Context: an optimization exercise on an open-source flow, tuned for small area and a short achievable clock period. The choices shown serve that exercise and are no tape-out recipe. Function was checked by simulation only, so behaviour that the tests miss may differ from the original. Power and IR drop assume default switching activity.

$ cat standard.sh
#!/bin/bash
# synth_recipe.tcl (not shown) runs the flow's synth.tcl, then flattens the netlist and writes it again
# the make line also repeats each setting of config.mk as NAME=value (left out here)
make -C /OpenROAD-flow-scripts/flow DESIGN_CONFIG=/design/flow/config.mk WORK_HOME=/design/flow/orfs CLKGATE_MAP_FILE= SYNTH_SCRIPT=/design/flow/synth_recipe.tcl "${@:-finish}"
$ cat constraint.sdc
create_clock -name core_clock -period 5.6 [get_ports {clk}]
set_input_delay 1.1200 -clock core_clock [delete_from_list [all_inputs] [get_ports {clk}]]
set_output_delay 1.1200 -clock core_clock [all_outputs]
set_load 0.01 [all_outputs]
$ cat config.mk
export PLATFORM = sky130hd
export DESIGN_NAME = lru_cache_4way
export DESIGN_NICKNAME = lru_cache_4way
export VERILOG_FILES = /design/flow/design.v
export SDC_FILE = /design/flow/constraint.sdc
export NUM_CORES = 4
export LEC_CHECK = 0
export CAP_MARGIN = 20
export CORE_MARGIN = 2
export CORE_UTILIZATION = 60
export CTS_CLUSTER_DIAMETER = 80
export CTS_CLUSTER_SIZE = 25
export SETUP_SLACK_MARGIN = 2.0
export SLEW_MARGIN = 20
$ cat flow/run.sh
#!/bin/bash
# Standard ORFS layout with two resizer settings changed: the port buffers are
# buf_4 cells, and timing repair may swap a cell for one of another footprint.
set -euo pipefail
cd "$(dirname "$0")/.."
bash standard.sh synth > synth.log 2>&1
bash standard.sh MATCH_CELL_FOOTPRINT=0 "BUFFER_PORTS_ARGS=-buffer_cell sky130_fd_sc_hd__buf_4" finish > layout.log 2>&1
$ cat design.v
module lru_cache_4way #(
    parameter DEPTH       = 32,     
    parameter WAYS        = 4,      
    parameter TAG_BITS    = 31,
    parameter BLOCK_SIZE  = 8
)(
    input  logic clk,
    input  logic rst_n,
    input  logic wr_en,
    input  logic rd_en,
    input  logic [31:0] addr,               
    input  logic [BLOCK_SIZE-1:0] data_in,
    output logic [BLOCK_SIZE-1:0] data_out,
    output logic [BLOCK_SIZE-1:0] data_evicted,
    output logic                  data_evict_en
);
    localparam NUM_SETS   = DEPTH / WAYS;    
    localparam INDEX_BITS = $clog2(NUM_SETS);
    localparam WAY_BITS   = $clog2(WAYS);
    localparam STAG_BITS  = 32 - INDEX_BITS;   
    function automatic logic gt2(input logic [1:0] a, input logic [1:0] b);
        gt2 = (a[1] & ~b[1]) | ((a[1] | ~b[1]) & a[0] & ~b[0]);
    endfunction
    function automatic logic [1:0] inc2(input logic [1:0] a);
        inc2 = {a[1] ^ a[0], ~a[0]};
    endfunction
    logic [STAG_BITS-1:0]  line_tag   [NUM_SETS-1:0][WAYS-1:0];
    logic [BLOCK_SIZE-1:0] line_value [NUM_SETS-1:0][WAYS-1:0];
    logic                  line_valid [NUM_SETS-1:0][WAYS-1:0];
    logic [WAY_BITS-1:0]   line_lru   [NUM_SETS-1:0][WAYS-1:0];   
    logic                  pend;        
    logic                  pend_miss;   
    logic                  pend_acc;    
    logic [INDEX_BITS-1:0] pend_set;
    logic [WAYS-1:0]       pend_way;    
    logic [STAG_BITS-1:0]  pend_tag;    
    logic [BLOCK_SIZE-1:0] pend_value;
    logic [INDEX_BITS-1:0] idx;
    logic [STAG_BITS-1:0]  atag;
    assign idx  = addr[INDEX_BITS-1:0];
    assign atag = addr[31:INDEX_BITS];
    logic [NUM_SETS-1:0] sdec;
    always_comb
        for (int s = 0; s < NUM_SETS; s++)
            sdec[s] = (idx == s[INDEX_BITS-1:0]);
    logic [STAG_BITS-1:0]  set_tag   [WAYS-1:0];
    logic [BLOCK_SIZE-1:0] set_value [WAYS-1:0];
    logic                  set_valid [WAYS-1:0];
    logic [WAY_BITS-1:0]   set_lru   [WAYS-1:0];
    always_comb begin
        for (int w = 0; w < WAYS; w++) begin
            set_tag[w]   = '0;
            set_value[w] = '0;
            set_valid[w] = 1'b0;
            set_lru[w]   = '0;
            for (int s = 0; s < NUM_SETS; s++) begin
                set_tag[w]   = set_tag[w]   | ({STAG_BITS{sdec[s]}}  & line_tag[s][w]);
                set_value[w] = set_value[w] | ({BLOCK_SIZE{sdec[s]}} & line_value[s][w]);
                set_valid[w] = set_valid[w] | (sdec[s] & line_valid[s][w]);
                set_lru[w]   = set_lru[w]   | ({WAY_BITS{sdec[s]}}   & line_lru[s][w]);
            end
        end
    end
    logic            pend_hit_set;
    logic [WAYS-1:0] byp;
    assign pend_hit_set = pend & (pend_set == idx);
    assign byp = {WAYS{pend_hit_set}} & pend_way;
    logic                lk_valid [WAYS-1:0];
    logic [WAY_BITS-1:0] lk_lru   [WAYS-1:0];
    logic                lru_byp;
    assign lru_byp = pend_acc & (pend_set == idx);
    always_comb
        for (int w = 0; w < WAYS; w++) begin
            lk_valid[w] = set_valid[w] | (byp[w] & pend_miss);
            if (lru_byp)
                lk_lru[w] = pend_way[w] ? WAY_BITS'(w) : inc2(set_lru[w] ^ WAY_BITS'(w)) ^ WAY_BITS'(w);
            else
                lk_lru[w] = set_lru[w];
        end
    logic            pend_eq;
    logic [WAYS-1:0] line_eq, hv;
    logic hit;
    assign pend_eq = (pend_tag == atag);
    always_comb
        for (int w = 0; w < WAYS; w++) begin
            line_eq[w] = (set_tag[w] == atag);
            hv[w] = lk_valid[w] && (byp[w] ? pend_eq : line_eq[w]);
        end
    assign hit = |hv;
    logic [BLOCK_SIZE-1:0] eff_value [WAYS-1:0];
    always_comb
        for (int w = 0; w < WAYS; w++)
            eff_value[w] = byp[w] ? pend_value : set_value[w];
    logic [WAY_BITS-1:0] L [WAYS-1:0];
    always_comb
        for (int w = 0; w < WAYS; w++)
            L[w] = lk_lru[w] ^ WAY_BITS'(w);
    logic [WAYS-1:0] lv;
    always_comb
        for (int w = 0; w < WAYS; w++) begin
            lv[w] = 1'b1;
            for (int j = 0; j < WAYS; j++) begin
                if (j < w && !gt2(L[w], L[j])) lv[w] = 1'b0;
                if (j > w &&  gt2(L[j], L[w])) lv[w] = 1'b0;
            end
        end
    logic [WAYS-1:0] sel;
    assign sel = hit ? hv : lv;
    logic [BLOCK_SIZE-1:0] hit_value, lru_value;
    logic                  lru_valid;
    always_comb begin
        hit_value = '0;
        lru_value = '0;
        lru_valid = 1'b0;
        for (int w = 0; w < WAYS; w++) begin
            hit_value = hit_value | ({BLOCK_SIZE{hv[w]}} & eff_value[w]);
            lru_value = lru_value | ({BLOCK_SIZE{lv[w]}} & eff_value[w]);
            lru_valid = lru_valid | (lv[w] & lk_valid[w]);
        end
    end
    logic acc, evict;
    assign acc   = wr_en | (rd_en & hit);
    assign evict = wr_en & ~hit & lru_valid;
    always_ff @(posedge clk or negedge rst_n) begin
        if (!rst_n) begin
            data_out      <= '0;
            data_evicted  <= '0;
            data_evict_en <= 1'b0;
        end else begin
            data_out      <= (wr_en | rd_en) ? hit_value : '0;
            data_evicted  <= evict ? lru_value : '0;
            data_evict_en <= evict;
        end
    end
    always_ff @(posedge clk or negedge rst_n) begin
        if (!rst_n) begin
            for (int s = 0; s < NUM_SETS; s++)
                for (int w = 0; w < WAYS; w++) begin
                    line_valid[s][w] <= 1'b0;
                    line_lru[s][w]   <= '0;
                end
            pend      <= 1'b0;
            pend_miss <= 1'b0;
            pend_acc  <= 1'b0;
        end else begin
            for (int s = 0; s < NUM_SETS; s++)
                for (int w = 0; w < WAYS; w++)
                    if (pend_set == s[INDEX_BITS-1:0]) begin
                        if (pend_acc) begin
                            if (pend_way[w]) line_lru[s][w] <= WAY_BITS'(w);
                            else             line_lru[s][w] <= inc2(line_lru[s][w] ^ WAY_BITS'(w)) ^ WAY_BITS'(w);
                        end
                        if (pend_miss && pend_way[w]) line_valid[s][w] <= 1'b1;
                    end
            pend      <= wr_en;
            pend_miss <= wr_en & ~hit;
            pend_acc  <= acc;
        end
    end
    always_ff @(posedge clk) begin
        pend_set   <= idx;
        pend_way   <= sel;
        pend_tag   <= atag;
        pend_value <= data_in;
        for (int s = 0; s < NUM_SETS; s++)
            for (int w = 0; w < WAYS; w++)
                if (pend && pend_set == s[INDEX_BITS-1:0] && pend_way[w]) begin
                    line_value[s][w] <= pend_value;
                    line_tag[s][w]   <= pend_tag;
                end
    end
endmodule
==> qor.txt, run 1 <==
Antenna violations before repair - 4
CTS clk-pin slew, worst paths - 0.09 ns
Setup violations, final - 0
Hold Startpoint - line_valid[22]
Cts hold-fix bufs - 0
Chip height - 304.4 um
Post-DP HPWL - 92.74 mm
Vias - 30390
Synth Area per Inst - 17.92 sq um
Starting density of the core - 60.35%
Worst Hold Class - reg -> reg
Clock Sinks - 1344
Async SR Flop Fraction - 8.631%
Tot GR Track Use - 33.83%
Synth Instances - 3022
ANT cells - 0
Achievable Freq - 277.0 MHz
Hold depth - 1
Post-synth top area share - 65.65%
CP arrival - 4.22 ns
CTS Buf Count - 66
# DRC - 0
Critical Path RT - 6.21 ns
R2R Path End - data_out[1]
Max cap viols - 0
Nets - 3189
Gr ovfl total - 0
CP endpoint kind - flip-flop
Final Wtd Congestion - 0.9104
Placed Area - 56380 sq um
VDD IR max - 0.2712 mV
CTS max path bufs - 3
Post-synthesis register bit count - 1344
Top post-synthesis cells by count - edfxtp_1 (1184), mux2i_1 (197), mux4_2 (171)
Slew @ Worst Pin - 1.197 ns
# port buffers - 60
Relative slew slack - 20.22%
Share of layout cells above drive strength 1 - 22.18%
Number of synthesized flops with an enable pin - 1184
Sequential area share after synthesis - 72.63%
# H-tree levels - 3
Via density - 6.950
Yosys warning count - 13
CTS tree - built
Crit Path Max Fanout - 22
Reg2reg path depth - 12
Clock Skew - 0.02904 ns
Worst-Skew Late Latency - 0.68 ns
Final TNS setup - 0 ns
RSZ-0062 raised after global routing - yes
Largest cells by area after synthesis - edfxtp_1 (66%), mux4_2 (7.1%), dfrtp_1 (5.4%)
Core area - 89740 sq um
Most common flop cell mapped by yosys - edfxtp_1
WHS Endpoint - line_valid[22]
Die X-Extent - 304.4 um
Clock root cell - clkbuf_16
Global-route wire length before repair - 221.0 mm
Area grow syn2layout - 10.10%
Vias in the first global route - 29790
Initial DRC Count - 4034
Rows - 110
WL final - 155.6 mm
Worst setup path class - in -> reg
Netlist cell types - 100
Startpoint Class - input pin
Most frequent cell after synthesis - edfxtp_1
Antenna viol nets, final - 0
Drt pass-1 iters - 6
Status - timing/DRC/antenna clean
Period utilization - 64.46%
Finished Cell Area - 59630 sq um
Largest net degree at the start of global routing - 62
Fin. Hold Viols - 0
RR Startpoint - pend_tag[28]
R2r setup slk - 2.05 ns
Post-layout minimum cycle time - 3.610 ns
Top cell type by total area after synthesis - edfxtp_1
Io pins - 61
Pwr per Cell Area - 334.4 nW/um^2
DP Cell Count - 4214
Syn nets - 3066
Fin. max-slew vios - 0
WL/cell - 35.60 um
Synth Cell Area - 54160 sq um
Leak - 20.00 nW
Die ar. - 92680 sq um
Non-Filler Instances - 4372
==> area by class of cell <==
| cell class | count | area [sq um] |
|---|---|---|
| clock buffer | 109 | 1951 |
| clock inverter | 10 | 102.6 |
| fill | 6101 | 30110 |
| inverter | 10 | 48.80 |
| multi-input combinational | 1485 | 14340 |
| sequential | 1344 | 39350 |
| tap | 1176 | 1471 |
| timing repair buffer | 238 | 2367 |
==> cells in the final DEF, fill, tap and decap left out, types with 12 or more instances in the layout <==
master | netlist | layout
buf_4 | 17 | 191
a21oi_1 | 54 | 52
dfxtp_1 | 44 | 32
o22ai_1 | 40 | 37
nand4_1 | 27 | 27
xor2_1 | 58 | 56
a221o_1 | 14 | 14
o21ai_0 | 59 | 57
o21bai_1 | 24 | 24
clkbuf_16 | 0 | 82
a22o_1 | 37 | 37
o22a_1 | 19 | 19
nand3_1 | 13 | 13
buf_6 | 22 | 14
dfrtp_1 | 116 | 115
a221oi_1 | 72 | 69
nor3_1 | 45 | 41
nor2_1 | 114 | 109
edfxtp_1 | 1184 | 1184
dfxtp_2 | 0 | 12
mux2i_1 | 197 | 188
mux4_2 | 171 | 172
a22oi_1 | 36 | 36
a21o_1 | 19 | 19
and3_2 | 0 | 32
nand2_1 | 75 | 73
xnor2_1 | 82 | 73
mux2_2 | 48 | 47
a31oi_1 | 24 | 24
nor3b_1 | 14 | 13
clkbuf_1 | 89 | 36
==> routing by layer <==
metal | track usage, % | vias to the layer above | wire length [um]
li1 | - | 12400 | -
met1 | 48.57 | 16130 | 60740
met2 | 54.64 | 1605 | 75810
met3 | 4.360 | 248 | 13610
met4 | 11.22 | 2 | 5470
met5 | 0 | - | 14
==> critical path, cell delays in order <==
cell and delay [ns]:
clkbuf_16 0.20, buf_12 0.23, mux4_2 0.53, mux2i_1 0.19, xnor2_1 0.13, nor4_4 0.40
nand4_1 0.31, o41ai_4 0.41, buf_6 0.20, buf_4 0.13, nand2_1 0.05, o21ai_1 0.10
o22a_1 0.15
==> what timing repair did <==
| action | 4_1_cts | 5_1_grt |
|---|---|---|
| pin swaps | 12 | 12 |
| buffers inserted | 18 | 10 |
| resized for setup | 79 | 56 |
| setup endpoints to repair | 23 | 23 |
| gates cloned | 10 | 1 |
==> logic make-up after synthesis <==
logic type      count (synthesis)  share of synthesized area [%]
flops                        1344                          72.63
compound gates                498                          7.056
simple gates                  426                          4.149
mux                           419                          11.85
buf+inv                       194                          2.031
xor+xnor                      140                          2.264
fa+ha+maj                       1                        0.01848
==> worst max-delay path by stage <==
stage / to / slack [ns] / cells after the start / from
floorplan: data_evicted[2] / 1.70 / 10 / addr[1]
global route: data_out[7] / 1.97 / 13 / addr[1]
detailed placement: data_evicted[4] / 0.35 / 12 / addr[0]
finish: data_out[1] / 1.99 / 13 / addr[0]
CTS: data_out[7] / 2.00 / 14 / addr[1]
global placement: data_evicted[6] / 0.42 / 12 / addr[0]
==> metrics by stage <==
stage          worst slack, ns  hold slack (ns)  power, mW  util, %
3_5_place_dp            0.3499           0.4545      14.33    62.83
3_3_place_gp            0.4220           0.4451      14.27    62.83
6_report                 1.990           0.4745      19.94    66.45
2_1_floorplan            1.698           0.4375      13.39        -
4_1_cts                  2.003           0.4771      19.90    66.05
5_1_grt                  1.967           0.4895      20.51    66.45
==> power breakdown <==
group          total [mW]  leakage (nW)  internal (mW)  switching [mW]
clock network        5.60         0.983           2.45            3.15
logic                2.64          6.59           1.06            1.58
registers            11.7          12.4           11.3           0.361
==> registers in the layout (all words and copies together), names as in the netlist <==
register and cells:
line_value 256, line_lru 64, line_tag 928, pend_set 3
line_valid 32, pend 1, pend_tag 29, pend_acc 1
pend_way 4, data_evicted 8, data_evict_en 1, pend_miss 1
data_out 8, pend_value 8
==> run 2, diff against run 1 <==
--- a/design.v
+++ b/design.v
@@ -49,15 +49,13 @@
     logic [WAY_BITS-1:0]   set_lru   [WAYS-1:0];
-    always_comb begin
-        for (int w = 0; w < WAYS; w++) begin
-            set_tag[w]   = '0;
-            set_value[w] = '0;
-            set_valid[w] = 1'b0;
-            set_lru[w]   = '0;
-            for (int s = 0; s < NUM_SETS; s++) begin
-                set_tag[w]   = set_tag[w]   | ({STAG_BITS{sdec[s]}}  & line_tag[s][w]);
-                set_value[w] = set_value[w] | ({BLOCK_SIZE{sdec[s]}} & line_value[s][w]);
-                set_valid[w] = set_valid[w] | (sdec[s] & line_valid[s][w]);
-                set_lru[w]   = set_lru[w]   | ({WAY_BITS{sdec[s]}}   & line_lru[s][w]);
-            end
+    localparam LINE_BITS = WAY_BITS + 1 + BLOCK_SIZE + STAG_BITS;
+    for (genvar w = 0; w < WAYS; w++) begin : g_read
+        logic [NUM_SETS*LINE_BITS-1:0] lines;
+        logic [LINE_BITS-1:0]          rd;
+        for (genvar s = 0; s < NUM_SETS; s++) begin : g_set
+            assign lines[s*LINE_BITS +: LINE_BITS] =
+                {line_lru[s][w], line_valid[s][w], line_value[s][w], line_tag[s][w]};
         end
+        lru_cache_onehot_mux #(.N(NUM_SETS), .W(LINE_BITS)) u_mux (
+            .sel(sdec), .d(lines), .y(rd));
+        assign {set_lru[w], set_valid[w], set_value[w], set_tag[w]} = rd;
     end
@@ -172 +170,15 @@
 endmodule
+module lru_cache_onehot_mux #(
+    parameter N = 8,
+    parameter W = 40
+)(
+    input  logic [N-1:0]   sel,
+    input  logic [N*W-1:0] d,
+    output logic [W-1:0]   y
+);
+    always_comb begin
+        y = '0;
+        for (int i = 0; i < N; i++)
+            y = y | ({W{sel[i]}} & d[i*W +: W]);
+    end
+endmodule
--- a/config.mk
+++ b/config.mk
@@ -12,3 +12,4 @@
 export CTS_CLUSTER_SIZE = 25
-export SETUP_SLACK_MARGIN = 2.0
+export SETUP_SLACK_MARGIN = 3.0
 export SLEW_MARGIN = 20
+export SYNTH_HIERARCHICAL = 1
==> run 2 against run 1 <==
Effect of this change: sequential share of layout area increased by 1.6 points; area after synthesis down 4.9%; critical path depth grew 2.
==> qor.txt, run 2 <==
WL final - 168.2 mm (+8.1%)
Number of synthesized flops with an enable pin - 1184 (unchanged)
Starting density of the core - 60.51% (+0.16 points)
RSZ-0062 raised after global routing - yes
Post-layout minimum cycle time - 3.618 ns (+0.008360 ns)
Vias - 32270 (+6.2%)
Setup violations, final - 0 (unchanged)
Reg2reg path depth - 8 (-4)
Synth Instances - 3069 (+1.6%)
Io pins - 61 (unchanged)
Post-synthesis register bit count - 1344 (unchanged)
CTS max path bufs - 3 (unchanged)
Clock network power share - 26.5% (-1.6 points)
Largest cells by area after synthesis - edfxtp_1 (69%), a22oi_1 (9.3%), dfrtp_1 (5.6%)
Clock root cell - clkbuf_16
Most frequent cell after synthesis - edfxtp_1
Synth Cell Area - 51530 sq um (-4.9%)
Initial DRC Count - 4950 (+23%)
Int Pwr - 14.38 mW (-3.2%)
Worst setup path class - in -> reg
Crit Path Max Fanout - 18 (-18%)
RR Startpoint - pend_tag[13]
Share of layout cells above drive strength 1 - 19.53% (-2.7 points)
Compound-Gate Fraction of Synth Area - 11.89% (+4.8 points)
Sw Ratio - 25.58% (+0.090 points)
Gr ovfl total - 0 (unchanged)
Cts hold-fix bufs - 0 (unchanged)
Worst Hold Class - reg -> reg
Post-DP HPWL - 92.26 mm (-0.52%)
Period utilization - 64.61% (+0.15 points)
Yosys warning count - 20 (+7)
Core area - 85150 sq um (-5.1%)
# port buffers - 60 (unchanged)
Final setup margin - 1.982 ns (-0.008360 ns)
Global-route wire length before repair - 234.0 mm (+5.9%)
Async SR Flop Fraction - 8.631% (unchanged)
Fin. Hold Viols - 0 (unchanged)
Via density - 7.191 (+3.5%)
CP startpoint - addr[0]
Max cap viols - 0 (unchanged)
Slew @ Worst Pin - 1.071 ns (-0.1260 ns)
Place WS - 0.6668 ns (+0.3169 ns)
# DRC - 0 (unchanged)
Xor/xnor share of the synthesized area - 2.559% (+0.30 points)
Status - timing/DRC/antenna clean
CTS tree - built
Antenna violations before repair - 9 (+5)
Share of the core filled with cells - 68.41% (+2.0 points)
Simple logic cell fraction of the synthesized area - 5.750% (+1.6 points)
Top cell type by total area after synthesis - edfxtp_1
Worst-Skew Late Latency - 0.71 ns (+0.03 ns)
Die X-Extent - 297.0 um (-2.4%)
Sw Pwr - 4.942 mW (-2.8%)
Antenna viol nets, final - 0 (unchanged)
Max reg flops - 928 (unchanged)
Syn nets - 3113 (+1.5%)
Nets - 3332 (+4.5%)
Drt pass-1 iters - 8 (+2)
Clock Skew - 0.03994 ns (+0.01090 ns)
Area grow syn2layout - 13.05%
Rows - 107 (-2.7%)
Final TNS setup - 0 ns (unchanged)
Startpoint Class - input pin
WL/cell - 37.48 um (+5.3%)
Final Wtd Congestion - 0.8746 (-3.9%)
Synth Area per Inst - 16.79 sq um (-6.3%)
Clock Sinks - 1344 (unchanged)
R2R Path End - pend_way[0]
CTS Buf Count - 60 (-9.1%)
Sequential area share after synthesis - 76.35% (+3.7 points)
R2r setup slk - 2.19 ns (+0.14 ns)
Relative slew slack - 28.62% (+8.4 points)
Mux cell area share after synthesis - 1.105% (-11 points)
CTS clk-pin slew, worst paths - 0.10 ns (about the same)
Power share of the sequential group - 60.3% (+1.6 points)
Most common flop cell mapped by yosys - edfxtp_1
Commonest non-fill, non-tap cell in the layout - edfxtp_1
Critical Path RT - 6.18 ns (-0.03 ns)
Chip height - 297.0 um (-2.4%)
CP arrival - 4.20 ns (-0.02 ns)
# H-tree levels - 2 (-1)
Leak - 19.02 nW (-4.9%)
Largest family of logic cells by synthesized area - compound AO/OA/AOI/OAI gates
Commonest non-fill, non-tap cells in the layout - edfxtp_1 (1184), a22oi_1 (603), buf_4 (254)
Achievable Freq - 276.4 MHz (-0.23%)
Vias in the first global route - 30730 (+3.2%)
Netlist cell types - 78 (-22%)
Pwr per Cell Area - 331.6 nW/um^2 (-0.83%)
Post-synth top area share - 69.00% (+3.4 points)
Largest net degree at the start of global routing - 77 (+24%)
VDD IR max - 0.2717 mV (+0.20%)
Synth Area in Adders - 0.01943% (+0.00094 points)
Top post-synthesis cells by count - edfxtp_1 (1184), a22oi_1 (637), nand4_1 (192)
Tot GR Track Use - 37.59% (+3.8 points)
Fin. max-slew vios - 0 (unchanged)
Die ar. - 88240 sq um (-4.8%)
Comb pwr share - 13.2% (about the same)
CP endpoint kind - flip-flop
Setup crit end - pend_way[0]
run 2: changes by cell type in the layout (fill, tap and decap cells not counted), moves of 37 or more:
cell | previous run | this run
a221oi_1 | 69 | 0
a22o_1 | 37 | 0
a22oi_1 | 36 | 603
a22oi_2 | 0 | 42
buf_4 | 191 | 254
mux2i_1 | 188 | 25
mux4_2 | 172 | 0
nand4_1 | 27 | 192
nor2_1 | 109 | 63
o22ai_1 | 37 | 0
run 2: worst min path at each step:
stage / from / endpoint / slack (ns) / cells past startpoint
6_report: line_valid[26] / line_valid[26] / 0.48 / 1
5_1_grt: line_valid[0] / line_valid[0] / 0.50 / 1
4_1_cts: line_valid[26] / line_valid[26] / 0.48 / 1
3_5_place_dp: line_valid[26] / line_valid[26] / 0.45 / 1
3_3_place_gp: line_valid[25] / line_valid[25] / 0.45 / 1
2_1_floorplan: line_valid[24] / line_valid[24] / 0.44 / 1
run 2: routing by layer:
| layer | wire length (um) | track usage, % | vias up |
|---|---|---|---|
| li1 | - | - | 12970 |
| met1 | 62390 | 53.42 | 16630 |
| met2 | 77900 | 58.32 | 2291 |
| met3 | 19940 | 7.187 | 379 |
| met4 | 7962 | 14.72 | 0 |
| met5 | 0 | 0 | - |
run 2: per-stage QoR:
step	hold WS [ns]	std cells	instance area, sq um	power, mW
after floorplan	0.4422	3069	51690	13.15
after global placement	0.4512	4213	53730	13.93
after detailed placement	0.4548	4213	53730	14.00
after CTS	0.4769	4464	57850	19.22
after global routing	0.4985	4485	58240	19.81
final	0.4778	4487	58250	19.32
run 2: worst max-delay path: stages:
cell and delay (ns):
clkbuf_16 0.15, nor3b_4 0.34, buf_12 0.21, buf_4 0.16, buf_8 0.19, a22oi_1 0.12, nand4_1 0.11, xnor2_1 0.13
nand4_1 0.27, nor4_1 0.45, nand4_1 0.15, buf_4 0.20, and4b_2 0.26, and2_4 0.16, a21o_1 0.15
run 2: area by class of cell:
| type | instances | area (sq um) |
|---|---|---|
| fill | 5764 | 26900 |
| sequential | 1344 | 39350 |
| multi-input combinational | 1529 | 11970 |
| clock inverter | 6 | 75.07 |
| timing repair buffer | 349 | 3711 |
| antenna | 5 | 12.51 |
| tap | 1144 | 1431 |
| clock buffer | 106 | 1684 |
| inverter | 4 | 15.01 |
run 2: cell families (layout without fill, tap and decap cells):
logic type | after synthesis | after routing
AO/OA/AOI/OAI | 809 | 809
multiplexers | 53 | 53
flip-flops | 1344 | 1344
XOR/XNOR | 148 | 148
other | 0 | 5
adder cells (fa/ha/maj) | 1 | 1
buffers and inverters | 208 | 465
AND/OR/NAND/NOR | 506 | 518
run 2: what timing repair did:
item                       in CTS  in global routing
buffers inserted              105                 15
setup endpoints to repair     732                321
cloned                         34                  3
gates resized for setup       184                 34
pin swaps                      44                 24
run 2: power groups by stage:
stage	Clock, mW	Sequential, mW	Combinational, mW
2_1_floorplan	0	11.8	1.35
3_3_place_gp	0	11.8	2.10
3_5_place_dp	0	11.9	2.15
4_1_cts	5.14	11.6	2.45
5_1_grt	5.46	11.7	2.66
6_report	5.12	11.6	2.55
==> run 3, diff against run 2 <==
==> run.sh (new file) <==
#!/bin/bash
# synth_recipe.tcl (not shown) runs the flow's synth.tcl, then flattens the netlist and writes it again
# the make line also repeats each setting of config.mk as NAME=value (left out here)
make -C /OpenROAD-flow-scripts/flow DESIGN_CONFIG=/design/flow/config.mk WORK_HOME=/design/flow/orfs CLKGATE_MAP_FILE= SYNTH_SCRIPT=/design/flow/synth_recipe.tcl finish
removed: flow/run.sh
removed: standard.sh
==> run 3 against run 2 <==
Effect of this change: clock-buffer cell count grew 3; routed wire length decreased by 0.54%; die area stayed put; critical path depth unchanged; maximum frequency down 7.2%; non-clock buffer count is 18 lower; sequential cell count unchanged; global-route usage increased by 0.099 points; via count is 1.1% lower; final cell count is 0.33% lower; core utilization rose by 0.28 points; sequential power about the same; largest cell class unchanged; largest power group unchanged.
==> qor.txt, run 3 <==
Tot GR Track Use - 37.68% (+0.099 points)
Netlist cell types - 78 (unchanged)
Post-synthesis register bit count - 1344 (unchanged)
Sequential area share after synthesis - 76.35% (unchanged)
Relative slew slack - 25.87% (-2.8 points)
Syn nets - 3113 (unchanged)
Commonest non-fill, non-tap cells in the layout - edfxtp_1 (1184), a22oi_1 (613), nand4_1 (192)
Synth Cell Area - 51530 sq um (unchanged)
CTS Buf Count - 66 (+10%)
Initial DRC Count - 5084 (+2.7%)
Cts hold-fix bufs - 0 (unchanged)
Startpoint Class - input pin
# port buffers - 60 (unchanged)
Place WS - 0.1499 ns (-0.5170 ns)
Most frequent cell after synthesis - edfxtp_1
Share of the core filled with cells - 68.69% (+0.28 points)
Post-synth top area share - 69.00% (unchanged)
Die X-Extent - 297.0 um (unchanged)
Clock Skew - 0.03659 ns (-0.003348 ns)
CTS max path bufs - 3 (unchanged)
Io pins - 61 (unchanged)
Fin. max-slew vios - 0 (unchanged)
Achievable Freq - 256.4 MHz (-7.2%)
# H-tree levels - 3 (+1)
Area grow syn2layout - 13.51%
Slew @ Worst Pin - 1.110 ns (+0.03974 ns)
Worst Hold Class - reg -> reg
Critical Path RT - 6.15 ns (-0.03 ns)
Share of layout cells above drive strength 1 - 17.81% (-1.7 points)
Chip height - 297.0 um (unchanged)
Clock Sinks - 1344 (unchanged)
Post-layout minimum cycle time - 3.900 ns (+0.2813 ns)
WL final - 167.3 mm (-0.54%)
Total power draw - 19.74 mW (+2.2%)
# DRC - 0 (unchanged)
Period utilization - 69.64% (+5.0 points)
CP endpoint kind - flip-flop
CP arrival - 4.45 ns (+0.25 ns)
Setup violations, final - 0 (unchanged)
Antenna violations before repair - 7 (-2)
Async SR Flop Fraction - 8.631% (unchanged)
Via density - 7.138 (-0.74%)
CTS clk-pin slew, worst paths - 0.10 ns (about the same)
Commonest non-fill, non-tap cell in the layout - edfxtp_1
Gr ovfl total - 0 (unchanged)
Vias in the first global route - 30490 (-0.77%)
Pwr per Cell Area - 337.5 nW/um^2 (+1.8%)
Max cap viols - 0 (unchanged)
Crit Path Max Fanout - 11 (-7)
Starting density of the core - 60.51% (unchanged)
Largest cells by area after synthesis - edfxtp_1 (69%), a22oi_1 (9.3%), dfrtp_1 (5.6%)
Most common flop cell mapped by yosys - edfxtp_1
Nets - 3314 (-0.54%)
Fin. Hold Viols - 0 (unchanged)
Status - timing/DRC/antenna clean
Antenna viol nets, final - 0 (unchanged)
Worst-Skew Late Latency - 0.67 ns (-0.04 ns)
Die ar. - 88240 sq um (unchanged)
Synth Area per Inst - 16.79 sq um (unchanged)
Number of synthesized flops with an enable pin - 1184 (unchanged)
Top post-synthesis cells by count - edfxtp_1 (1184), a22oi_1 (637), nand4_1 (192)
Synth Instances - 3069 (unchanged)
Final TNS setup - 0 ns (unchanged)
WL/cell - 37.41 um (-0.20%)
Max reg flops - 928 (unchanged)
Vias - 31920 (-1.1%)
Largest net degree at the start of global routing - 65 (-16%)
Post-DP HPWL - 93.57 mm (+1.4%)
Yosys warning count - 20 (unchanged)
Final Wtd Congestion - 0.9127 (+4.4%)
Core area - 85150 sq um (unchanged)
Worst setup path class - in -> reg
Global-route wire length before repair - 234.1 mm (about the same)
Top cell type by total area after synthesis - edfxtp_1
Drt pass-1 iters - 5 (-3)
Final setup margin - 1.700 ns (-0.2813 ns)
CTS tree - built
Rows - 107 (unchanged)
Leak - 19.06 nW (+0.18%)
VDD IR max - 0.3399 mV (+25%)
RSZ-0062 raised after global routing - yes
Clock root cell - clkbuf_16
[run 3: kinds of logic after synthesis]
kind of cell             after synthesis  share of synthesized area [%]
AO/OA/AOI/OAI                        809                          11.89
XOR/XNOR                             148                          2.559
adder cells (fa/ha/maj)                1                        0.01943
buffers and inverters                208                          2.326
flip-flops                          1344                          76.35
multiplexers                          53                          1.105
AND/OR/NAND/NOR                      506                          5.750
[run 3: metal layers]
metal  wire (um)  part of all wire [%]  vias to the layer above  track usage, %
met2       75570                    45                     2111           56.94
met5          48                 0.029                        -               0
met1       63830                    38                    16480           53.48
met4        8721                   5.2                       10           16.86
li1            -                     -                    12930               -
met3       19120                    11                      385           8.056
[run 3: layout make-up]
| cell class | instances | area, sq um |
|---|---|---|
| Clock buffer | 109 | 1856 |
| Timing Repair Buffer | 331 | 3726 |
| Fill cell | 5712 | 26660 |
| Inverter | 4 | 15.01 |
| Antenna cell | 4 | 10.01 |
| Sequential cell | 1344 | 39360 |
| Clock inverter | 13 | 162.7 |
| Tap cell | 1144 | 1431 |
| Multi-Input combinational cell | 1523 | 11930 |
[run 3: report_power, final]
| part | internal [mW] | switching, mW | leakage (nW) |
|---|---|---|---|
| sequential | 11.3 | 0.371 | 12.4 |
| combinational | 0.979 | 1.54 | 5.67 |
| clock | 2.36 | 3.18 | 0.959 |
| total | 14.7 | 5.09 | 19.1 |
[run 3: critical path, stage by stage]
cell and delay, ns:
buf_12 0.13, buf_4 0.15, nor3_4 0.24, buf_4 0.23
bufbuf_16 0.34, a22oi_1 0.11, nand4_1 0.13, xnor2_1 0.13
nand4_1 0.36, nor4_1 0.35, buf_4 0.15, nand4_1 0.24
and4b_2 0.40, and2_4 0.17, a21o_1 0.16
[run 3: through the flow]
stage,instance area (sq um),instances,hold WS [ns]
after floorplan,51700,3069,0.4422
after global routing,58480,4468,0.5040
after detailed placement,54140,4243,0.4642
final,58490,4472,0.4875
after global placement,54120,4243,0.4548
after CTS,58300,4462,0.4881
[run 3: final timing paths]
| kind | endpoint | start | cells past startpoint | slack, ns |
|---|---|---|---|---|
| min in group asynchronous | line_lru[24][0] | rst_n | 1 | 0.57 |
| setup reg to reg | pend_way[2] | pend_tag[16] | 9 | 2.20 |
| setup / recovery | pend_way[2] | addr[0] | 15 | 1.70 |
| max in group asynchronous | data_evicted[2] | rst_n | 2 | 3.72 |
| hold / removal | line_valid[2] | line_valid[2] | 1 | 0.49 |
| hold reg to reg | line_valid[2] | line_valid[2] | 1 | 0.49 |
[run 3: what timing repair did]
| item | CTS | global route |
|---|---|---|
| buffers inserted | 75 | 5 |
| gates resized for setup | 209 | 24 |
| pin swaps | 78 | 20 |
| setup endpoints to repair | 638 | 265 |
| cloned | 22 | 1 |
==> run 4, diff against run 3 <==
--- a/design.v
+++ b/design.v
@@ -162,8 +162,14 @@
         pend_value <= data_in;
-        for (int s = 0; s < NUM_SETS; s++)
-            for (int w = 0; w < WAYS; w++)
-                if (pend && pend_set == s[INDEX_BITS-1:0] && pend_way[w]) begin
-                    line_value[s][w] <= pend_value;
-                    line_tag[s][w]   <= pend_tag;
-                end
+    end
+    for (genvar s = 0; s < NUM_SETS; s++) begin : g_wset
+        for (genvar w = 0; w < WAYS; w++) begin : g_wway
+            logic wen;
+            logic [BLOCK_SIZE+STAG_BITS-1:0] nxt;
+            assign wen = pend && (pend_set == s[INDEX_BITS-1:0]) && pend_way[w];
+            lru_cache_hold #(.W(BLOCK_SIZE+STAG_BITS)) u_hold (
+                .q({line_value[s][w], line_tag[s][w]}), .d({pend_value, pend_tag}),
+                .en(wen), .en_n(~wen), .y(nxt));
+            always_ff @(posedge clk)
+                {line_value[s][w], line_tag[s][w]} <= nxt;
+        end
     end
@@ -184 +190,12 @@
 endmodule
+module lru_cache_hold #(
+    parameter W = 37
+)(
+    input  logic [W-1:0] q,
+    input  logic [W-1:0] d,
+    input  logic         en,
+    input  logic         en_n,
+    output logic [W-1:0] y
+);
+    assign y = (q & {W{en_n}}) | (d & {W{en}});
+endmodule
==> flow/run.sh (new file) <==
#!/bin/bash
# Standard ORFS layout with two resizer settings changed: the port buffers are
# buf_4 cells, and timing repair may swap a cell for one of another footprint.
set -euo pipefail
cd "$(dirname "$0")/.."
bash standard.sh synth > synth.log 2>&1
bash standard.sh MATCH_CELL_FOOTPRINT=0 "BUFFER_PORTS_ARGS=-buffer_cell sky130_fd_sc_hd__buf_4" finish > layout.log 2>&1
==> standard.sh (new file) <==
#!/bin/bash
# synth_recipe.tcl (not shown) runs the flow's synth.tcl, then flattens the netlist and writes it again
# the make line also repeats each setting of config.mk as NAME=value (left out here)
make -C /OpenROAD-flow-scripts/flow DESIGN_CONFIG=/design/flow/config.mk WORK_HOME=/design/flow/orfs CLKGATE_MAP_FILE= SYNTH_SCRIPT=/design/flow/synth_recipe.tcl "${@:-finish}"
removed: run.sh
==> run 4 against run 3 <==
Effect of this change: synthesized cell count grew 48%; sequential power up 34%; non-clock buffer count is 10 higher; area after synthesis rose by 2.7%; routed wire length is 11% higher; critical path type unchanged; largest cell class unchanged; largest power group unchanged.
==> qor.txt, run 4 <==
Status - timing/DRC/antenna clean
Via density - 7.355 (+3.0%)
Post-synthesis register bit count - 1344 (unchanged)
Antenna viol nets, final - 0 (unchanged)
Most common flop cell mapped by yosys - dfxtp_1
Netlist cell types - 62 (-21%)
Async SR Flop Fraction - 8.631% (unchanged)
Worst setup path class - in -> reg
Fin. Hold Viols - 0 (unchanged)
Cts hold-fix bufs - 0 (unchanged)
Hold Startpoint - line_valid[28]
Die ar. - 90600 sq um (+2.7%)
Relative slew slack - 24.65% (-1.2 points)
Share of layout cells above drive strength 1 - 18.29% (+0.48 points)
Post-DP HPWL - 106.6 mm (+14%)
Most frequent cell after synthesis - dfxtp_1
Startpoint Class - input pin
Setup violations, final - 0 (unchanged)
Global-route wire length before repair - 268.4 mm (+15%)
Simple logic cell fraction of the synthesized area - 5.035% (-0.71 points)
Syn nets - 4578 (+47%)
Top cell type by total area after synthesis - dfxtp_1
Synth Cell Area - 52930 sq um (+2.7%)
Reg2reg path depth - 9 (unchanged)
Achievable Freq - 270.0 MHz (+5.3%)
Chip height - 301 um (+1.3%)
VDD IR max - 0.4030 mV (+19%)
# DRC - 0 (unchanged)
Mux cell area share after synthesis - 1.040% (-0.065 points)
Top post-synthesis cells by count - dfxtp_1 (1228), a22o_1 (960), a22oi_1 (632)
Nets - 4529 (+37%)
Post-layout minimum cycle time - 3.704 ns (-0.1960 ns)
Leak - 21.76 nW (+14%)
Fillers - 6902 (+21%)
Gr ovfl total - 0 (unchanged)
FF+latch area - 27490 sq um (-30%)
CP arrival - 4.35 ns (-0.10 ns)
Critical Path RT - 6.25 ns (+0.10 ns)
Max reg flops - 928 (unchanged)
Clock Skew - 0.02076 ns (-0.01583 ns)
Place WS - 0.06403 ns (-0.08583 ns)
CP delay by family, top - buffers and inverters
Drt pass-1 iters - 6 (+1)
Vias in the first global route - 38830 (+27%)
Synth Area in Adders - 0% (-0.019 points)
Largest net degree at the start of global routing - 77 (+18%)
Clock Sinks - 1344 (unchanged)
Worst Hold Class - reg -> reg
Slew @ Worst Pin - 1.130 ns (+0.01978 ns)
Commonest non-fill, non-tap cells in the layout - dfxtp_1 (1223), a22o_1 (960), a22oi_1 (605)
Largest family of logic cells by synthesized area - compound AO/OA/AOI/OAI gates
Io pins - 61 (unchanged)
Final Wtd Congestion - 0.9094 (-0.36%)
CTS tree - built
Number of synthesized flops with an enable pin - 0 (-100%)
Final setup margin - 1.896 ns (+0.1960 ns)
WL final - 185.5 mm (+11%)
Starting density of the core - 60.72% (+0.21 points)
Crit-path cells - buf_12 > nor3b_4 > buf_6 > buf_8 > a22oi_2 > nand4_1 > buf_4 > buf_4 > buf_4 > nor3_1 > mux2i_1 > o2bb2ai_4 > or3b_4 > o22a_1 > a311oi_4 > buf_4 > o31a_1
Sequential area share after synthesis - 51.93% (-24 points)
# port buffers - 60 (unchanged)
Period utilization - 66.14% (-3.5 points)
Clock root cell - clkbuf_16
CP most frequent cell - buf_4
RR Startpoint - pend_acc
# H-tree levels - 2 (-1)
Vias - 41610 (+30%)
WL/cell - 32.79 um (-12%)
RSZ-0062 raised after global routing - yes
Multi-input logic area - 21950 sq um (+84%)
CP endpoint kind - flip-flop
Synth Instances - 4534 (+48%)
Worst hold margin - 0.4786 ns (-0.008891 ns)
Final TNS setup - 0 ns (unchanged)
Initial DRC Count - 5165 (+1.6%)
Yosys warning count - 20 (unchanged)
Max incr delay on CP - 0.41 ns (about the same)
Slowest cell on the critical path - or3b_4
Crit path buf inv count - 7 (+2)
Post-synth top area share - 46.45% (-23 points)
Rows - 108 (+0.93%)
Worst-Skew Late Latency - 0.71 ns (+0.04 ns)
Commonest non-fill, non-tap cell in the layout - dfxtp_1
Synth Area per Inst - 11.67 sq um (-30%)
Hold depth - 1 (unchanged)
Crit Path Max Fanout - 12 (+1)
Crit. path cell count - 17 (+2)
Tot GR Track Use - 39.28% (+1.6 points)
Pwr per Cell Area - 494.9 nW/um^2 (+47%)
CTS max path bufs - 3 (unchanged)
Xor/xnor share of the synthesized area - 2.463% (-0.096 points)
Die X-Extent - 301 um (+1.3%)
CTS clk-pin slew, worst paths - 0.11 ns (about the same)
Compound-Gate Fraction of Synth Area - 31.67% (+20 points)
Area grow syn2layout - 6.520%
Fin. max-slew vios - 0 (unchanged)
CP startpoint - addr[2]
CTS Buf Count - 60 (-9.1%)
Core area - 87160 sq um (+2.4%)
Max cap viols - 0 (unchanged)
Largest cells by area after synthesis - dfxtp_1 (46%), a22o_1 (16%), a22oi_1 (9.0%)
Antenna violations before repair - 2 (-5)
run 4: worst register-to-register path, stage by stage (launching register included):
cell	delay [ns]
dfrtp_1	0.73
inv_1	0.27
or4_4	0.73
o311a_1	0.47
a21oi_1	0.25
o211ai_4	0.11
or2_2	0.30
a311oi_4	0.32
buf_4	0.20
o31a_1	0.13
run 4: metal layers:
layer  vias to the layer above  GRT usage [%]  routed length (um)  share of wire [%]
li1                      17650              -                   -                  -
met4                         0          15.84                8559                4.6
met2                      2551          60.37               81550                 44
met3                       439          7.215               19780                 11
met1                     20960          54.71               75630                 41
met5                         -              0                   0                  0
run 4: what timing repair did:
| item | 4_1_cts | 5_1_grt |
|---|---|---|
| pin swaps | 29 | 34 |
| setup buffers | 63 | 22 |
| gates cloned | 12 | 8 |
| gates resized for setup | 91 | 92 |
| setup endpoints to repair | 989 | 544 |
run 4: stage by stage:
| stage | utilization, % | power [mW] | instances | cell area, sq um |
|---|---|---|---|---|
| global route | 64.67 | 29.13 | 5654 | 56370 |
| detailed placement | 60.47 | 22.45 | 5473 | 52710 |
| finish | 64.68 | 27.90 | 5657 | 56380 |
| global placement | 60.44 | 22.24 | 5472 | 52680 |
| CTS | 63.78 | 27.61 | 5624 | 55590 |
| floorplan | - | 20.69 | 4534 | 53120 |
run 4: final cells by class:
cell class | count | area share, %
repair buffers | 341 | 6.354
clock buffers | 69 | 2.816
diodes | 3 | 0.01332
clock inverters | 7 | 0.1376
multi-input cells | 2698 | 38.94
inverters | 38 | 0.3862
repair inverters | 2 | 0.02663
well taps | 1155 | 2.563
flip-flops and latches | 1344 | 48.77
run 4: path summary, 6_finish.rpt:
kind	end	slack, ns
setup / recovery	data_evicted[7]	1.90
hold / removal	line_valid[28]	0.48
setup reg to reg	data_evicted[7]	2.03
hold reg to reg	line_valid[28]	0.48
max in group asynchronous	line_lru[10][1]	3.90
min in group asynchronous	line_lru[25][1]	0.58
run 4: power by group:
group	internal [mW]	leakage [nW]	switching [mW]
sequential	13.4	11.6	2.26
combinational	4.31	9.38	2.78
clock	2.06	0.820	3.09
total	19.8	21.8	8.14
run 4: cells by family after synthesis:
| group | Yosys count |
|---|---|
| AOI/OAI and AO/OA | 1997 |
| DFF | 1344 |
| and+or+nand+nor | 497 |
| buffers and inverters | 494 |
| xor gates and xnor gates | 148 |
| muxes | 54 |
==> run 5, diff against run 4 <==
--- a/design.v
+++ b/design.v
@@ -57,4 +57,6 @@
         end
+        logic [NUM_SETS-1:0] wdec;    
+        lru_cache_dec #(.N(INDEX_BITS)) u_dec (.a(idx), .y(wdec));
         lru_cache_onehot_mux #(.N(NUM_SETS), .W(LINE_BITS)) u_mux (
-            .sel(sdec), .d(lines), .y(rd));
+            .sel(wdec), .d(lines), .y(rd));
         assign {set_lru[w], set_valid[w], set_value[w], set_tag[w]} = rd;
@@ -201 +203,11 @@
 endmodule
+module lru_cache_dec #(
+    parameter N = 3
+)(
+    input  logic [N-1:0]      a,
+    output logic [(1<<N)-1:0] y
+);
+    always_comb
+        for (int i = 0; i < (1 << N); i++)
+            y[i] = (a == i[N-1:0]);
+endmodule
==> run 5 against run 4 <==
Effect of this change: synthesized cell count increased by 0.35%; total power down 2.1%; still clean; setup slack improved by 0.21 ns; area after synthesis increased by 1.1%; global-route usage rose by 2.1 points; via count increased by 2.3%; design area increased by 4.0%; sequential power shrank 4%; final cell count rose by 2.1%; first-iteration DRC count increased by 5.7%; hold slack hardly changed.
==> qor.txt, run 5 <==
Period utilization - 62.37% (-3.8 points)
Clock root cell - clkbuf_16
Top cell type by total area after synthesis - dfxtp_1
Async SR Flop Fraction - 8.631% (unchanged)
Antenna violations before repair - 4 (+2)
Compound-Gate Fraction of Synth Area - 31.64% (about the same)
Hold Startpoint - line_valid[14]
Placed Area - 53300 sq um (+1.1%)
Status - timing/DRC/antenna clean
DP Cell Count - 5493 (+0.37%)
Worst-Skew Late Latency - 0.72 ns (about the same)
Worst hold margin - 0.4790 ns (+0.0003710 ns)
M3 GR Usage - 10.97% (+3.8 points)
Largest family of logic cells by synthesized area - compound AO/OA/AOI/OAI gates
Post-synthesis register bit count - 1344 (unchanged)
Pwr per Cell Area - 466.0 nW/um^2 (-5.8%)
Yosys warning count - 21 (+5.0%)
Post-synth top area share - 45.96% (-0.49 points)
Core area - 88370 sq um (+1.4%)
Sequential area share after synthesis - 51.39% (-0.54 points)
Gr ovfl total - 0 (unchanged)
Io pins - 61 (unchanged)
Worst setup path class - in -> reg
Leak - 22.47 nW (+3.3%)
Simple logic cell fraction of the synthesized area - 5.553% (+0.52 points)
Relative slew slack - 38.14% (+13 points)
Mux cell area share after synthesis - 1.081% (+0.041 points)
Vias in the first global route - 39500 (+1.7%)
Final Wtd Congestion - 0.9074 (-0.22%)
Number of synthesized flops with an enable pin - 0 (unchanged)
Most frequent cell after synthesis - dfxtp_1
Initial DRC Count - 5459 (+5.7%)
Die ar. - 91550 sq um (+1.0%)
Via density - 7.368 (+0.18%)
Largest net degree at the start of global routing - 65 (-16%)
Syn nets - 4594 (+0.35%)
Commonest non-fill, non-tap cells in the layout - dfxtp_1 (1214), a22o_1 (960), a22oi_1 (585)
Synth Area per Inst - 11.76 sq um (+0.70%)
Crit Path Max Fanout - 8 (-4)
Global-route wire length before repair - 281.0 mm (+4.7%)
Die X-Extent - 302.6 um (+0.52%)
CTS clk-pin slew, worst paths - 0.10 ns (about the same)
Final TNS setup - 0 ns (unchanged)
Fin. Hold Viols - 0 (unchanged)
CTS Buf Count - 61 (+1.7%)
Slew @ Worst Pin - 0.9279 ns (-0.2023 ns)
Top post-synthesis cells by count - dfxtp_1 (1228), a22o_1 (961), a22oi_1 (632)
Antenna viol nets, final - 0 (unchanged)
Xor/xnor share of the synthesized area - 2.557% (+0.093 points)
Synth Cell Area - 53490 sq um (+1.1%)
Post-DP HPWL - 107.8 mm (+1.2%)
Fin. max-slew vios - 0 (unchanged)
Largest cells by area after synthesis - dfxtp_1 (46%), a22o_1 (16%), a22oi_1 (8.9%)
Netlist cell types - 75 (+21%)
Startpoint Class - input pin
R2R Path End - data_evicted[5]
Total power draw - 27.32 mW (-2.1%)
Reg2reg path depth - 7 (-2)
Non-Filler Instances - 5775 (+2.1%)
Share of the core filled with cells - 66.34% (+1.7 points)
# H-tree levels - 2 (unchanged)
CTS tree - built
Share of layout cells above drive strength 1 - 22.64% (+4.3 points)
RSZ-0062 raised after global routing - yes
Chip height - 302.6 um (+0.52%)
Worst Hold Class - reg -> reg
Post-layout minimum cycle time - 3.493 ns (-0.2111 ns)
Commonest non-fill, non-tap cell in the layout - dfxtp_1
Starting density of the core - 60.52% (-0.20 points)
Synth Area in Adders - 0.04211% (+0.042 points)
# DRC - 0 (unchanged)
Most common flop cell mapped by yosys - dfxtp_1
Area grow syn2layout - 9.612%
Critical Path RT - 6.17 ns (-0.08 ns)
Drt pass-1 iters - 9 (+3)
Rows - 109 (+0.93%)
Clock Skew - 0.04239 ns (+0.02163 ns)
# port buffers - 60 (unchanged)
GRT met2 Usage - 58.34% (-2.0 points)
CP arrival - 4.06 ns (-0.29 ns)
Max reg flops - 928 (unchanged)
Synth Instances - 4550 (+0.35%)
CTS max path bufs - 3 (unchanged)
WL/cell - 34.03 um (+3.8%)
Tot GR Track Use - 41.36% (+2.1 points)
Nets - 4631 (+2.3%)
Place WS - 0.6364 ns (+0.5723 ns)
Clock Sinks - 1344 (unchanged)
WL final - 196.5 mm (+5.9%)
Finished Cell Area - 58630 sq um (+4.0%)
Max cap viols - 0 (unchanged)
R2r setup slk - 2.32 ns (+0.29 ns)
Setup violations, final - 0 (unchanged)
RR Startpoint - pend_set[1]
GR peak layer - met2
Final setup margin - 2.107 ns (+0.2111 ns)
Vias - 42550 (+2.3%)
CP endpoint kind - flip-flop
VDD IR max - 0.4197 mV (+4.1%)
Global-route met1 utilization - 57.97% (+3.3 points)
Hold depth - 1 (unchanged)
Achievable Freq - 286.3 MHz (+6.0%)
WHS Endpoint - line_valid[14]
## run 5: cell count changes after synthesis, sizes merged, moves of 9 or more
cell / previous run / this run
nor2: 95 / 56
and3b: 4 / 13
a2111oi: 0 / 10
mux2i: 46 / 15
a41oi: 0 / 10
o22ai: 25 / 2
mux2: 8 / 38
nand2b: 5 / 34
## run 5: worst max-delay path, cell delays in order
cell	delay [ns]
clkbuf_16	0.15
buf_4	0.14
nor3b_4	0.24
buf_12	0.20
a22oi_2	0.10
nand4_1	0.11
buf_6	0.15
nand2b_1	0.12
nand2b_1	0.13
o311a_4	0.29
o31a_1	0.32
nor3_4	0.07
buf_6	0.14
a222oi_1	0.60
a2111oi_4	0.16
## run 5: final cells by class
type	instances	area, sq um
Clock inverter	7	68.82
Timing Repair Buffer	414	4568
Clock buffer	76	1667
Inverter	42	247.7
Multi-Input combinational cell	2720	23070
Tap cell	1165	1458
Sequential cell	1344	27510
Antenna cell	3	7.507
Timing Repair inverter	4	30.03
Fill cell	6831	29750
## run 5: timing repair
action / in CTS / in global routing
buffers inserted: 114 / 27
hold buffers: 0 / 0
cloned: 46 / 9
endpoints found under the setup margin: 1056 / 238
resized for setup: 236 / 42
pin swaps: 122 / 28
endpoints found under the hold margin: 0 / 0
## run 5: report_power, final
group	switching (mW)	internal, mW
Sequential	2.05	13.0
Clock	3.15	2.11
Combinational	2.90	4.14
Total	8.09	19.2
## run 5: kinds of logic after synthesis
kind of cell | Yosys count
AOI/OAI and AO/OA | 1994
xor gates and xnor gates | 151
adders and majority gates | 2
buffers and inverters | 491
DFF | 1344
muxes | 53
and+or+nand+nor | 515
## run 5: worst max path at each step
stage	cells past startpoint	slack, ns	endpoint	startpoint
global placement	12	0.70	pend_way[0]	addr[1]
finish	15	2.11	data_evicted[5]	addr[0]
detailed placement	12	0.64	pend_way[0]	addr[1]
global route	14	2.04	data_evicted[5]	addr[0]
CTS	10	2.24	data_evicted[6]	pend_way[3]
floorplan	11	1.80	data_evicted[1]	addr[2]
## run 5: metal layers
layer  part of all wire, %  vias up
li1                      -    17990
met1                    41    21420
met2                    41     2616
met3                    12      526
met4                   6.1        4
met5                 0.012        -
==> run 6, diff against run 5 <==
--- a/config.mk
+++ b/config.mk
@@ -15 +15,2 @@
 export SYNTH_HIERARCHICAL = 1
+export TNS_END_PERCENT = 0
==> run 6 against run 5 <==
Effect of this change: critical endpoint is now data_evicted[0]; non-clock buffer count decreased by 106; clock-buffer cell count unchanged; global-route usage decreased by 0.91 points; area after synthesis unchanged.
==> qor.txt, run 6 <==
Gr ovfl total - 0 (unchanged)
WL/cell - 33.63 um (-1.2%)
Crit Path Max Fanout - 15 (+7)
Met3 routed WL - 23.76 mm (-0.61%)
Synth Area per Inst - 11.76 sq um (unchanged)
Worst setup path class - in -> reg
Worst-Skew Late Latency - 0.72 ns (about the same)
Hold Startpoint - line_valid[22]
Pwr per Cell Area - 481.7 nW/um^2 (+3.4%)
# DRC - 0 (unchanged)
Final TNS setup - 0 ns (unchanged)
Vias - 41530 (-2.4%)
Antenna viol nets, final - 0 (unchanged)
Max reg flops - 928 (unchanged)
RSZ-0062 raised after global routing - yes
Wl on met1 - 78.28 mm (-2.8%)
Int Pwr - 19.03 mW (-1.0%)
R2R Path End - line_tag[30][3]
Fin. max-slew vios - 0 (unchanged)
Setup violations, final - 0 (unchanged)
Clock root cell - clkbuf_16
RR Startpoint - pend_set[0]
Achievable Freq - 275.7 MHz (-3.7%)
Synth Instances - 4550 (unchanged)
Top post-synthesis cells by count - dfxtp_1 (1228), a22o_1 (961), a22oi_1 (632)
Hold depth - 1 (unchanged)
CTS max path bufs - 3 (unchanged)
Commonest non-fill, non-tap cell in the layout - dfxtp_1
Period utilization - 64.77% (+2.4 points)
Met2 wire length - 79.82 mm (-0.34%)
Core area - 88370 sq um (unchanged)
Final setup margin - 1.973 ns (-0.1346 ns)
CTS clk-pin slew, worst paths - 0.10 ns (about the same)
Commonest non-fill, non-tap cells in the layout - dfxtp_1 (1219), a22o_1 (960), a22oi_1 (624)
Syn nets - 4594 (unchanged)
Clock Skew - 0.03300 ns (-0.009388 ns)
Starting density of the core - 60.52% (unchanged)
Most common flop cell mapped by yosys - dfxtp_1
Chip height - 302.6 um (unchanged)
Async SR Flop Fraction - 8.631% (unchanged)
Drt pass-1 iters - 6 (-3)
Slew @ Worst Pin - 1.074 ns (+0.1462 ns)
Sequential area share after synthesis - 51.39% (unchanged)
WHS Endpoint - line_valid[22]
Worst hold margin - 0.4826 ns (+0.003576 ns)
Comb pwr share - 25.2% (-0.6 points)
Largest cells by area after synthesis - dfxtp_1 (46%), a22o_1 (16%), a22oi_1 (8.9%)
Synth Cell Area - 53490 sq um (unchanged)
Area grow syn2layout - 4.824%
Largest net degree at the start of global routing - 65 (unchanged)
Sw Pwr - 7.975 mW (-1.5%)
Netlist cell types - 75 (unchanged)
WL final - 190.4 mm (-3.1%)
# port buffers - 60 (unchanged)
Critical Path RT - 6.19 ns (+0.02 ns)
Rows - 109 (unchanged)
Antenna violations before repair - 8 (+4)
Post-layout minimum cycle time - 3.627 ns (+0.1346 ns)
Relative slew slack - 28.00% (-10 points)
VDD IR max - 0.4896 mV (+17%)
Max cap viols - 0 (unchanged)
CTS tree - built
Top cell type by total area after synthesis - dfxtp_1
Clock network power share - 19.3% (about the same)
Fin. Hold Viols - 0 (unchanged)
Share of layout cells above drive strength 1 - 18.02% (-4.6 points)
Reg2reg path depth - 6 (-1)
Die ar. - 91550 sq um (unchanged)
Post-synthesis register bit count - 1344 (unchanged)
Worst Hold Class - reg -> reg
Sw Ratio - 29.53% (-0.097 points)
Nets - 4519 (-2.4%)
CTS Buf Count - 61 (unchanged)
CP arrival - 4.22 ns (+0.16 ns)
Highest Signal Layer - met5
Via density - 7.335 (-0.44%)
Post-DP HPWL - 108.5 mm (+0.66%)
Initial DRC Count - 5805 (+6.3%)
Global-route wire length before repair - 274.9 mm (-2.2%)
Vias in the first global route - 38960 (-1.4%)
Tot GR Track Use - 40.45% (-0.91 points)
Place WS - 0.5542 ns (-0.08221 ns)
R2r setup slk - 2.15 ns (-0.17 ns)
Leak - 21.59 nW (-3.9%)
Power share of the sequential group - 55.5% (+0.5 points)
Yosys warning count - 21 (unchanged)
Io pins - 61 (unchanged)
Status - timing/DRC/antenna clean
Most frequent cell after synthesis - dfxtp_1
# H-tree levels - 2 (unchanged)
Startpoint Class - input pin
Number of synthesized flops with an enable pin - 0 (unchanged)
Post-synth top area share - 45.96% (unchanged)
CP endpoint kind - flip-flop
Die X-Extent - 302.6 um (unchanged)
Cts hold-fix bufs - 0 (unchanged)
Clock Sinks - 1344 (unchanged)
Final Wtd Congestion - 0.9818 (+8.2%)
-- run 6: area by class of cell --
class                           instances  area [sq um]
Antenna cell                            2         5.005
Clock buffer                           76          1635
Clock inverter                          7         72.57
Fill cell                            7086         32310
Inverter                               42         161.4
Multi-Input combinational cell       2718         22460
Sequential cell                      1344         27500
Tap cell                             1165          1458
Timing Repair Buffer                  308          2779
-- run 6: logic make-up (layout without fill, tap and decap cells) --
group	after synthesis	in the layout	share of synthesized area [%]
buffers and inverters	491	433	7.741
and+or+nand+nor	515	518	5.553
other	0	2	0
AOI/OAI and AO/OA	1994	1994	31.64
adders and majority gates	2	2	0.04210
xor gates and xnor gates	151	151	2.557
DFF	1344	1344	51.39
muxes	53	53	1.081
-- run 6: power by group through the flow --
stage          Sequential (mW)  Combinational (mW)  Clock (mW)
2_1_floorplan             14.6                5.14           0
3_3_place_gp              15.0                6.26           0
3_5_place_dp              15.1                6.42           0
4_1_cts                   14.9                6.62        5.23
5_1_grt                   15.3                7.28        5.53
6_report                  15.0                6.81        5.22
-- run 6: worst max path at each step --
| stage | cells past startpoint | endpoint | from |
|---|---|---|---|
| floorplan | 11 | data_evicted[0] | addr[2] |
| global placement | 11 | data_evicted[0] | addr[0] |
| detailed placement | 13 | pend_way[2] | addr[0] |
| CTS | 14 | data_evicted[2] | addr[1] |
| global route | 15 | data_evicted[0] | addr[0] |
| finish | 17 | data_evicted[0] | addr[0] |
-- run 6: what timing repair did --
item / CTS / global route
buffers inserted: 42 / 14
pin swaps: 28 / 25
setup endpoints to repair: 939 / 1161
resized for setup: 79 / 30
cloned: 9 / 2
-- run 6: layer usage --
metal	GRT usage (%)	up-vias
li1	-	17720
met1	56.76	20970
met2	58.45	2461
met3	11.39	379
met4	17.01	6
met5	0	-
-- run 6: worst max-delay path, cell delays in order --
cell	delay, ns
clkbuf_16	0.17
buf_6	0.18
buf_4	0.17
and3b_4	0.23
buf_12	0.14
buf_4	0.15
a22oi_1	0.16
nand4_1	0.12
xnor2_1	0.18
nand4_1	0.16
nor4_1	0.06
buf_4	0.15
nand3_2	0.14
o31a_1	0.36
nand4_1	0.21
buf_12	0.21
a2111oi_2	0.29
-- run 6: per-stage QoR --
step	utilization [%]	power [mW]	cell area, sq um	instances
2_1_floorplan	-	19.73	53500	4550
3_3_place_gp	60.11	21.30	53120	5510
3_5_place_dp	60.11	21.48	53120	5510
4_1_cts	63.08	26.75	55750	5644
5_1_grt	63.44	28.16	56060	5660
6_report	63.44	27.01	56070	5662
==> run 7, diff against run 6 <==
--- a/config.mk
+++ b/config.mk
@@ -12,2 +12,3 @@
 export CTS_CLUSTER_SIZE = 25
+export PLACE_DENSITY = 0.75
 export SETUP_SLACK_MARGIN = 3.0
==> run 7 against run 6 <==
Effect of this change: still clean on timing, DRC and antenna; clock power barely moved; total power fell by 0.33%; global-route usage fell by 2.9 points; via count rose by 0.86%; sequential cell count did not move; combinational power fell by 1%; hold slack got worse by 0.0013 ns; non-clock buffer count fell by 25; critical path type unchanged; area after synthesis did not move.
==> qor.txt, run 7 <==
Status - timing/DRC/antenna clean
Drt pass-1 iters - 7 (+1)
Tot GR Track Use - 37.56% (-2.9 points)
Period utilization - 64.71% (about the same)
Fin. Hold Viols - 0 (unchanged)
Pwr per Cell Area - 482.9 nW/um^2 (+0.25%)
Clock root cell - clkbuf_16
Comb pwr share - 25.0% (-0.2 points)
Crit Path Max Fanout - 13 (-2)
Initial DRC Count - 5920 (+2.0%)
WL/cell - 32.05 um (-4.7%)
Netlist cell types - 75 (unchanged)
Post-synth top area share - 45.96% (unchanged)
Max reg flops - 928 (unchanged)
Rows - 109 (unchanged)
CP most frequent cell - buf_4
Crit path buf inv count - 5 (-2)
Synth Cell Area - 53490 sq um (unchanged)
GRT met2 Usage - 53.73% (-4.7 points)
Commonest non-fill, non-tap cells in the layout - dfxtp_1 (1220), a22o_1 (960), a22oi_1 (628)
Synth Area in Adders - 0.04211% (unchanged)
# H-tree levels - 2 (unchanged)
Syn nets - 4594 (unchanged)
Largest family of logic cells by synthesized area - compound AO/OA/AOI/OAI gates
Mux cell area share after synthesis - 1.081% (unchanged)
Synth Area per Inst - 11.76 sq um (unchanged)
Fin. max-slew vios - 0 (unchanged)
Crit-path cells - buf_16 > buf_8 > nor3_4 > buf_4 > a22oi_2 > nand4_1 > buf_4 > or2_2 > and3_1 > o2111ai_2 > a211oi_4 > buf_4 > a222oi_1 > a2111oi_4
Via density - 7.422 (+1.2%)
Worst setup path class - in -> reg
Number of synthesized flops with an enable pin - 0 (unchanged)
Antenna violations before repair - 3 (-5)
Achievable Freq - 275.9 MHz (about the same)
Final TNS setup - 0 ns (unchanged)
Global-route met1 utilization - 52.98% (-3.8 points)
# port buffers - 60 (unchanged)
Int Pwr - 19.08 mW (+0.24%)
Max incr delay on CP - 0.49 ns (+0.13 ns)
WL final - 180.9 mm (-5.0%)
Critical Path RT - 6.13 ns (-0.06 ns)
Sw Pwr - 7.842 mW (-1.7%)
Antenna viol nets, final - 0 (unchanged)
Chip height - 302.6 um (unchanged)
Leak - 21.47 nW (-0.57%)
Setup violations, final - 0 (unchanged)
Sequential area share after synthesis - 51.39% (unchanged)
CP arrival - 4.16 ns (-0.06 ns)
CP delay by family, top - compound AO/OA/AOI/OAI gates
Max cap viols - 0 (unchanged)
Clock Sinks - 1344 (unchanged)
Io pins - 61 (unchanged)
Largest cells by area after synthesis - dfxtp_1 (46%), a22o_1 (16%), a22oi_1 (8.9%)
Die X-Extent - 302.6 um (unchanged)
Xor/xnor share of the synthesized area - 2.557% (unchanged)
Vias - 41890 (+0.86%)
M3 GR Usage - 9.517% (-1.9 points)
Gr ovfl total - 0 (unchanged)
Core area - 88370 sq um (unchanged)
RSZ-0062 raised after global routing - yes
# DRC - 0 (unchanged)
Commonest non-fill, non-tap cell in the layout - dfxtp_1
Async SR Flop Fraction - 8.631% (unchanged)
Relative slew slack - 26.12% (-1.9 points)
Top cell type by total area after synthesis - dfxtp_1
Synth Instances - 4550 (unchanged)
Slew @ Worst Pin - 1.107 ns (+0.03261 ns)
GR peak layer - met2
Clock network power share - 19.4% (about the same)
Worst-Skew Late Latency - 0.69 ns (-0.03 ns)
Die ar. - 91550 sq um (unchanged)
Starting density of the core - 60.52% (unchanged)
CTS max path bufs - 3 (unchanged)
Worst Hold Class - reg -> reg
Fillers - 7000 (-1.2%)
Yosys warning count - 21 (unchanged)
Power share of the sequential group - 55.6% (about the same)
Compound-Gate Fraction of Synth Area - 31.64% (unchanged)
VDD IR max - 0.4844 mV (-1.1%)
Simple logic cell fraction of the synthesized area - 5.553% (unchanged)
Top post-synthesis cells by count - dfxtp_1 (1228), a22o_1 (961), a22oi_1 (632)
CTS clk-pin slew, worst paths - 0.10 ns (about the same)
Share of layout cells above drive strength 1 - 17.42% (-0.60 points)
Post-DP HPWL - 101.9 mm (-6.1%)
Most common flop cell mapped by yosys - dfxtp_1
Post-synthesis register bit count - 1344 (unchanged)
CP endpoint kind - flip-flop
Nets - 4501 (-0.40%)
CTS tree - built
Vias in the first global route - 39380 (+1.1%)
CTS Buf Count - 61 (unchanged)
Startpoint Class - input pin
Clock Skew - 0.04048 ns (+0.007485 ns)
Total power draw - 26.92 mW (-0.33%)
Sw Ratio - 29.13% (-0.40 points)
Global-route wire length before repair - 260.1 mm (-5.4%)
Slowest cell on the critical path - a222oi_1
Largest net degree at the start of global routing - 67 (+3.1%)
Most frequent cell after synthesis - dfxtp_1
Area grow syn2layout - 4.220%
Final Wtd Congestion - 0.9703 (-1.2%)
Post-layout minimum cycle time - 3.624 ns (-0.003310 ns)
-- run 7: power groups by stage --
stage | clock network [mW] | registers [mW] | logic (mW)
after global placement | 0 | 15.0 | 6.16
after global routing | 5.55 | 15.3 | 7.16
after floorplan | 0 | 14.6 | 5.14
final | 5.22 | 15.0 | 6.74
after CTS | 5.22 | 14.9 | 6.49
after detailed placement | 0 | 15.0 | 6.36
-- run 7: per-layer routing --
metal | routed length (um) | share of wire [%]
met1 | 72470 | 40
met2 | 74100 | 41
met3 | 24360 | 13
met4 | 9930 | 5.5
met5 | 0 | 0
-- run 7: layout make-up --
type | instances | area (sq um) | share of cell area [%]
tap | 1165 | 1458 | 2.615
clock buffer | 76 | 1668 | 2.992
timing repair buffer | 283 | 2465 | 4.422
multi-input combinational | 2725 | 22400 | 40.18
clock inverter | 8 | 92.59 | 0.1661
antenna | 1 | 2.502 | 0.004489
inverter | 42 | 165.2 | 0.2963
sequential | 1344 | 27500 | 49.33
-- run 7: path summary, 6_finish.rpt --
| path | from | to | slack (ns) | depth (start not counted) |
|---|---|---|---|---|
| min reg2reg | line_valid[7] | line_valid[7] | 0.48 | 1 |
| max reg2reg | pend_set[0] | line_tag[3][2] | 2.00 | 6 |
| min | line_valid[7] | line_valid[7] | 0.48 | 1 |
| max in group asynchronous | rst_n | line_lru[16][0] | 3.82 | 2 |
| min in group asynchronous | rst_n | data_out[3] | 0.54 | 1 |
| max | addr[1] | data_evicted[5] | 1.98 | 14 |
-- run 7: logic make-up (layout without fill, tap and decap cells) --
| family | after synthesis | in the layout |
|---|---|---|
| buffers and inverters | 491 | 409 |
| adder cells (fa/ha/maj) | 2 | 2 |
| flip-flops | 1344 | 1344 |
| AND/OR/NAND/NOR | 515 | 525 |
| XOR/XNOR | 151 | 151 |
| multiplexers | 53 | 53 |
| other | 0 | 1 |
| AO/OA/AOI/OAI | 1994 | 1994 |
-- run 7: timing repair --
action	CTS	global route
hold buffers	0	0
resized for setup	49	48
endpoints found under the setup margin	946	1170
gates cloned	8	15
pin swaps	28	33
buffers inserted	25	24
-- run 7: stage by stage --
stage | hold slack (ns) | std cells | setup WS [ns] | utilization, % | cell area [sq um]
after global routing | 0.4988 | 5643 | 1.953 | 63.07 | 55740
after CTS | 0.4790 | 5604 | 2.051 | 62.45 | 55190
after global placement | 0.4509 | 5487 | 0.6909 | 59.81 | 52860
final | 0.4813 | 5644 | 1.976 | 63.08 | 55740
after floorplan | 0.4422 | 4550 | 1.759 | - | 53500
after detailed placement | 0.4554 | 5487 | 0.6685 | 59.81 | 52860

Setup slack of run 7, layout unchanged: 1.976 ns with ideal ports, 1.764 ns with driving cells assumed (clock clkbuf_16, inputs buf_2), 1.017 ns with port delays also shifted by the 0.746 ns mid clock arrival.
